This design comes from an exercise in tuning for small area on the open sky130 flow, not from production work.
The RTL was checked by simulation tests, not by an equivalence proof against the original design.
Power is estimated from default activity; no workload was simulated.

## run A
// combining_network
module combining_network # (
    parameter DATA_W = 32,
    parameter [5:0] REG_AFTER = 6'b010101
)(
    input  wire                clk,
    input  wire                rst,
    input  wire [7:0]          InputValid,
    input  wire [DATA_W*8-1:0] InDestVid,
    input  wire [DATA_W*8-1:0] InUpdate,
    output wire [DATA_W*8-1:0] OutUpdate,
    output wire [DATA_W*8-1:0] OutDestVid,
    output wire [7:0]          OutValid
);
wire [7:0]          v_in  [0:6];
wire [DATA_W*8-1:0] d_in  [0:6];
wire [DATA_W*8-1:0] u_in  [0:6];
wire [7:0]          v_out [0:5];
wire [DATA_W*8-1:0] d_out [0:5];
wire [DATA_W*8-1:0] u_out [0:5];
assign v_in[0] = InputValid;
assign d_in[0] = InDestVid;
assign u_in[0] = InUpdate;
genvar l, p;
generate
for (l = 0; l < 6; l = l + 1) begin : layer
    for (p = 0; p < 4; p = p + 1) begin : elem
        localparam integer D = (l == 3) ? 4 : (l == 1 || l == 4) ? 2 : 1;
        localparam integer A = (p / D) * 2 * D + (p % D);
        localparam integer B = A + D;
        CaC #(.DATA_W(DATA_W)) cac (
            .InputValid_A (v_in[l][A]),
            .InputValid_B (v_in[l][B]),
            .InDestVid_A  (d_in[l][DATA_W*A +: DATA_W]),
            .InDestVid_B  (d_in[l][DATA_W*B +: DATA_W]),
            .InUpdate_A   (u_in[l][DATA_W*A +: DATA_W]),
            .InUpdate_B   (u_in[l][DATA_W*B +: DATA_W]),
            .OutUpdate_A  (u_out[l][DATA_W*A +: DATA_W]),
            .OutUpdate_B  (u_out[l][DATA_W*B +: DATA_W]),
            .OutDestVid_A (d_out[l][DATA_W*A +: DATA_W]),
            .OutDestVid_B (d_out[l][DATA_W*B +: DATA_W]),
            .OutValid_A   (v_out[l][A]),
            .OutValid_B   (v_out[l][B])
        );
    end
    if (REG_AFTER[l]) begin : pipe
        reg [7:0]          v_r;
        reg [DATA_W*8-1:0] d_r;
        reg [DATA_W*8-1:0] u_r;
  ...
==> flow/config.mk <==
export PLATFORM = sky130hd
export DESIGN_NAME = combining_network
export DESIGN_NICKNAME = combining_network
export VERILOG_FILES = /design/flow/design.v
export SDC_FILE = /design/flow/constraint.sdc
export NUM_CORES = 4
export LEC_CHECK = 0
export CAP_MARGIN = 20
export CORE_MARGIN = 2
export CORE_UTILIZATION = 50
export GPL_TIMING_DRIVEN = 1
export PLACE_DENSITY = 0.75
export SETUP_SLACK_MARGIN = 0.2
export SLEW_MARGIN = 20
==> flow/constraint.sdc <==
create_clock -name core_clock -period 6.0 [get_ports {clk}]
set_input_delay 1.2000 -clock core_clock [delete_from_list [all_inputs] [get_ports {clk}]]
set_output_delay 1.2000 -clock core_clock [all_outputs]
set_load 0.01 [all_outputs]
standard.sh (not shown) runs the stock make flow with config.mk's settings and CLKGATE_MAP_FILE= SYNTH_SCRIPT=/design/flow/synth_recipe.tcl, a recipe that flattens the netlist after the stock synthesis.
==> flow/flow/run.sh <==
#!/bin/bash
# The standard layout (standard.sh), with the port buffers made from the
# smallest buffer cell instead of the resizer's default choice.
set -euo pipefail
bash standard.sh "BUFFER_PORTS_ARGS=-buffer_cell sky130_fd_sc_hd__buf_1" finish > flow_make.log 2>&1
Here is what was changed in the inputs of run B compared with run A.
Settings: changing PLACE_DENSITY from 0.75 to 0.55.
--- outcome ---
Row highest ir drop seen on vdd: run B lower / run A higher
Run B ended with more multi-input logic portion of the cell area than run A.
Every stage of the flow completed for run B, and the final layout passed the timing, design-rule and antenna checks.
Run B: data-path buffer share of cell area in the final layout is 0.44 points lower than what run A reported.
Run B against run A: core utilization neither gained nor lost much, part of the total power dissipated in sequential elements lost 0.8 points.
### run B -> run C
Settings: SETUP_SLACK_MARGIN: 0.2 -> 0.25; CTS_BUF_LIST: unset -> sky130_fd_sc_hd__clkbuf_4 sky130_fd_sc_hd__clkbuf_8; CORE_UTILIZATION: 50 -> 65; PLACE_DENSITY: 0.55 -> 0.75.
## What came out
Across both runs, number of H-tree levels was higher for run C than for run B. Relative to run B, row count decreased by 12% in run C. Cmp run C vs run B: total clock buffers created by CTS higher in run C. Flow for run C halted at global routing (5_1_grt), error code GRT-0232.

re-timing with driven ports:
No port has a modelled driver above. Below, the same layouts with a new extraction and two added sets of constraints. Step 1 assumes that a clkbuf_16 drives the clock port and a buf_2 every other input. Step 2 moves the port delays by t, midway between the first and last clock arrival at a register: inputs arrive t later, outputs are due t later. That takes back most of the time a late clock gives input paths. Three values: no drivers, after step 1, after step 2; two values: the first two.
| run | t, ns | setup WS [ns] | cell pins on the clock port's net |
|---|---|---|---|
| run A | 0.965 | 0.099 / -0.002 / 0.112 | 1 |
| run B | 0.972 | 0.067 / 0.067 / 0.067 | 1 |
After both steps setup and hold are still met in every run listed.
